This is an optimization exercise on Yosys and OpenROAD, whose aim is small area, not a production implementation. In this exercise RTL edits were held to simulation tests only and were not proved equivalent to the original. Power and IR drop assume default switching activity.

==> run a: inputs <==
// mc_core
module mc_core(
	input wire clk,
	input wire rst,
    input wire cmd_valid,
	output wire cmd_ready,
	input wire cmd_first,
	input wire cmd_last,
	input wire cmd_payload_mw,
	input wire cmd_payload_we,
	input wire [25:0] cmd_payload_addr,
	input wire wdata_valid,
	output wire wdata_ready,
	input wire wdata_first,
	input wire wdata_last,
	input wire [255:0] wdata_payload_data,
	input wire [31:0] wdata_payload_we,
	output wire rdata_valid,
	input wire rdata_ready,
	input wire rdata_first,
	input wire rdata_last,
	output wire [255:0] rdata_payload_data,
	input wire cmd_valid_1,
	output wire cmd_ready_1,
	input wire cmd_first_1,
	input wire cmd_last_1,
	input wire cmd_payload_mw_1,
	input wire cmd_payload_we_1,
	input wire [25:0] cmd_payload_addr_1,
	input wire wdata_valid_1,
	output wire wdata_ready_1,
	input wire wdata_first_1,
	input wire wdata_last_1,
	input wire [255:0] wdata_payload_data_1,
	input wire [31:0] wdata_payload_we_1,
	output wire rdata_valid_1,
	input wire rdata_ready_1,
	input wire rdata_first_1,
	input wire rdata_last_1,
	output wire [255:0] rdata_payload_data_1,
    output wire dfi_lpddr4_if_dfi_cs_0,
    output wire [5:0] dfi_lpddr4_if_dfi_ca_0,
    output wire dfi_lpddr4_if_dfi_cke_0,
    output wire dfi_lpddr4_if_dfi_odt_0,
    output wire dfi_lpddr4_if_dfi_reset_n_0,
    output wire dfi_lpddr4_if_dfi_act_n_0,
    output wire [63:0] dfi_lpddr4_if_dfi_wrdata_0,
    output wire [7:0] dfi_lpddr4_if_dfi_wrdata_mask_0,
    input wire [63:0] dfi_lpddr4_if_dfi_rdata_0,
    input wire dfi_lpddr4_if_dfi_rddata_valid_0,
    output wire dfi_lpddr4_if_dfi_rddata_en_0,
    output wire dfi_lpddr4_if_dfi_wrdata_en_0,
    output wire dfi_lpddr4_if_dfi_cs_1,
    output wire [5:0] dfi_lpddr4_if_dfi_ca_1,
  ...
Settings: LEC_CHECK=0, CAP_MARGIN=20, CORE_AREA=10 10 710 710, DIE_AREA=0 0 720 720, SLEW_MARGIN=20; clock period 10.0 ns.
standard.sh (not shown) runs the stock make flow with config.mk's settings and CLKGATE_MAP_FILE= SYNTH_SCRIPT=/design/flow/synth_recipe.tcl, a recipe that flattens the netlist after the stock synthesis.
==> flow/flow/run.sh <==
#!/bin/bash
# Layout flow: the standard synthesis, then an area-oriented re-mapping of
# the combinational logic only (every register instance is kept as the
# standard synthesis made it), then the standard ORFS flow from floorplan on,
# with small port buffers, a lighter clock tree and placement that is not
# timing-driven (timing is repaired after clock-tree synthesis and global
# routing, with a setup margin).
set -euo pipefail
HERE=$(pwd)
R=$HERE/orfs/results/sky130hd/mc_core/base
LIB=$FLOW_HOME/platforms/sky130hd/lib/sky130_fd_sc_hd__tt_025C_1v80.lib

# 1. standard synthesis
bash standard.sh synth > flow_1_synth.log 2>&1

# 2. re-map combinational cells for area
cp $R/1_2_yosys.v $HERE/standard_synth.v
python3 flow/gen_map.py $LIB $HERE/cells_map.v > flow_2_genmap.log 2>&1
DU=$(awk '{printf "-dont_use %s ", $1}' flow/dont_use.txt)
cat > $HERE/remap.ys <<EOT
read_liberty -lib $LIB
read_verilog -sv $HERE/standard_synth.v
hierarchy -top $FLOW_TOP
techmap -map $HERE/cells_map.v
techmap
opt -purge
abc -script $HERE/flow/remap.abc -liberty $LIB $DU
opt_clean -purge
hilomap -singleton -hicell sky130_fd_sc_hd__conb_1 HI -locell sky130_fd_sc_hd__conb_1 LO
splitnets
opt_clean -purge
stat -liberty $LIB
check -assert -mapped
write_verilog -noattr -noexpr -nohex -nodec $HERE/remapped.v
EOT
yosys -l flow_2_remap.log -q -s $HERE/remap.ys > /dev/null 2>&1
cp $HERE/remapped.v $R/1_2_yosys.v
touch $R/1_2_yosys.v

# 3. floorplan to final layout
bash standard.sh \
  'BUFFER_PORTS_ARGS=-buffer_cell sky130_fd_sc_hd__buf_1' \
  'CTS_ARGS=-sink_clustering_enable -repair_clock_nets -dont_use_dummy_load -buf_list sky130_fd_sc_hd__clkbuf_8' \
  'PLACE_DENSITY=0.70' \
  'GPL_TIMING_DRIVEN=0' \
  'SETUP_SLACK_MARGIN=0.3' \
  finish > flow_3_finish.log 2>&1
Other scripts of this flow, unchanged in this note and not shown: flow/flow/dont_use.txt, flow/flow/gen_map.py, flow/flow/remap.abc
==> inputs of run b, as changes to run a <==
--- a/flow/flow/run.sh
+++ b/flow/flow/run.sh
@@ -4,5 +4,3 @@
 # standard synthesis made it), then the standard ORFS flow from floorplan on,
-# with small port buffers, a lighter clock tree and placement that is not
-# timing-driven (timing is repaired after clock-tree synthesis and global
-# routing, with a setup margin).
+# with small port buffers and a lighter clock tree.
 set -euo pipefail
@@ -29,2 +27,3 @@
 hilomap -singleton -hicell sky130_fd_sc_hd__conb_1 HI -locell sky130_fd_sc_hd__conb_1 LO
+insbuf -buf sky130_fd_sc_hd__buf_4 A X
 splitnets
@@ -43,5 +42,2 @@
   'CTS_ARGS=-sink_clustering_enable -repair_clock_nets -dont_use_dummy_load -buf_list sky130_fd_sc_hd__clkbuf_8' \
-  'PLACE_DENSITY=0.70' \
-  'GPL_TIMING_DRIVEN=0' \
-  'SETUP_SLACK_MARGIN=0.3' \
   finish > flow_3_finish.log 2>&1
- CAP_MARGIN: 20 -> 40
- SLEW_MARGIN: 20 -> 40
==> inputs of run c, as changes to run a <==
--- a/flow/flow/run.sh
+++ b/flow/flow/run.sh
@@ -42,3 +42,3 @@
   'BUFFER_PORTS_ARGS=-buffer_cell sky130_fd_sc_hd__buf_1' \
-  'CTS_ARGS=-sink_clustering_enable -repair_clock_nets -dont_use_dummy_load -buf_list sky130_fd_sc_hd__clkbuf_8' \
+  'CTS_ARGS=-sink_clustering_enable -repair_clock_nets -dont_use_dummy_load -buf_list sky130_fd_sc_hd__clkbuf_8 -sink_clustering_size 12' \
   'PLACE_DENSITY=0.70' \
==> qor summary <==
metric                                                                                                       run c                                    run b                                    run a
Total half-perimeter wirelength after legalization and detailed placement                               370,000 µm                               557,000 µm                               370,000 µm
Relative slew margins                                                                                        8.98%                                    30.3%                                    11.0%
Clk power                                                                                                  2.65 mW                                  2.75 mW                                  2.65 mW
Post-synth design cell area                                                                             0.0509 mm²                               0.0549 mm²                               0.0509 mm²
Stage delay of the slowest cell on the critical path                                                        940 ps                                   640 ps                                   700 ps
Origin of the worst setup path                                                            crb_WRITE_LATENCY_cfg[5]                 crb_WRITE_LATENCY_cfg[5]                           bm_tRAS_cfg[1]
Post-cts gate resize count                                                                                       4                                        0                                        4
Start point of the worst min-delay path                                    u_crossbar_2ports.port_line[29]$_DFF_P_  u_crossbar_2ports.port_line[16]$_DFF_P_  u_crossbar_2ports.port_line[29]$_DFF_P_
Clk latency of the worst-skew pair                                                                          920 ps                                   990 ps                                   910 ps
Clock skew after layout                                                                                    92.7 ps                                   166 ps                                  92.0 ps
Largest fanout on the critical path                                                                             32                                       40                                       14
Layout fillers                                                                                              56,200                                   56,200                                   56,200
Met2 wire length                                                                                        201,000 µm                               272,000 µm                               201,000 µm
Transition time of the tightest slew-check pin                                                             1370 ps                                  1050 ps                                  1320 ps
End point of the worst hold path                                           u_crossbar_2ports.port_line[30]$_DFF_P_  u_crossbar_2ports.port_line[17]$_DFF_P_  u_crossbar_2ports.port_line[30]$_DFF_P_
WP buf/inv                                                                                                       8                                        3                                        2
Average cell area after synthesis                                                                         8.38 µm²                                 8.31 µm²                                 8.38 µm²
Run status                                                                        no timing/DRC/antenna violations         no timing/DRC/antenna violations         no timing/DRC/antenna violations
Number of global-route vias before repair                                                                   53,500                                   55,100                                   53,500
Cell Int Power                                                                                             7.89 mW                                  7.94 mW                                  7.89 mW

-- port drivers added, routing unchanged --
Ports are ideal in the flow. The routed layouts listed here were re-timed in OpenROAD.
Step 1 (the two cells are an assumption about what drives the block):
set clk [get_ports {clk}]
set_driving_cell -lib_cell sky130_fd_sc_hd__clkbuf_16 $clk
set_driving_cell -lib_cell sky130_fd_sc_hd__buf_2 [delete_from_list [all_inputs] $clk]
Step 2 also shifts input and output timing later by t, the mid clock arrival at the registers, as if the neighbouring blocks saw the same clock.
Three values: ideal, step 1, step 2; two values: the first two.
| run | t, ns | setup slack, ns | worst setup path at the end | latest minus earliest clock arrival (ns) |
|---|---|---|---|---|
| run a | 0.980 | 0.350 / 0.333 / -0.646 | input to register | 0.093 / 0.093 |
| run b | 0.997 | 1.035 / 1.009 / 0.840 | input to register | 0.166 / 0.166 |
| run c | 0.980 | 0.430 / 0.400 / -0.549 | input to register | 0.093 / 0.093 |
Met with ideal ports but missed after step 2: setup timing in run a and run c. The setup slack of run a, which loses most, moves by -0.017 ns with the drivers and by -0.996 ns with both steps.
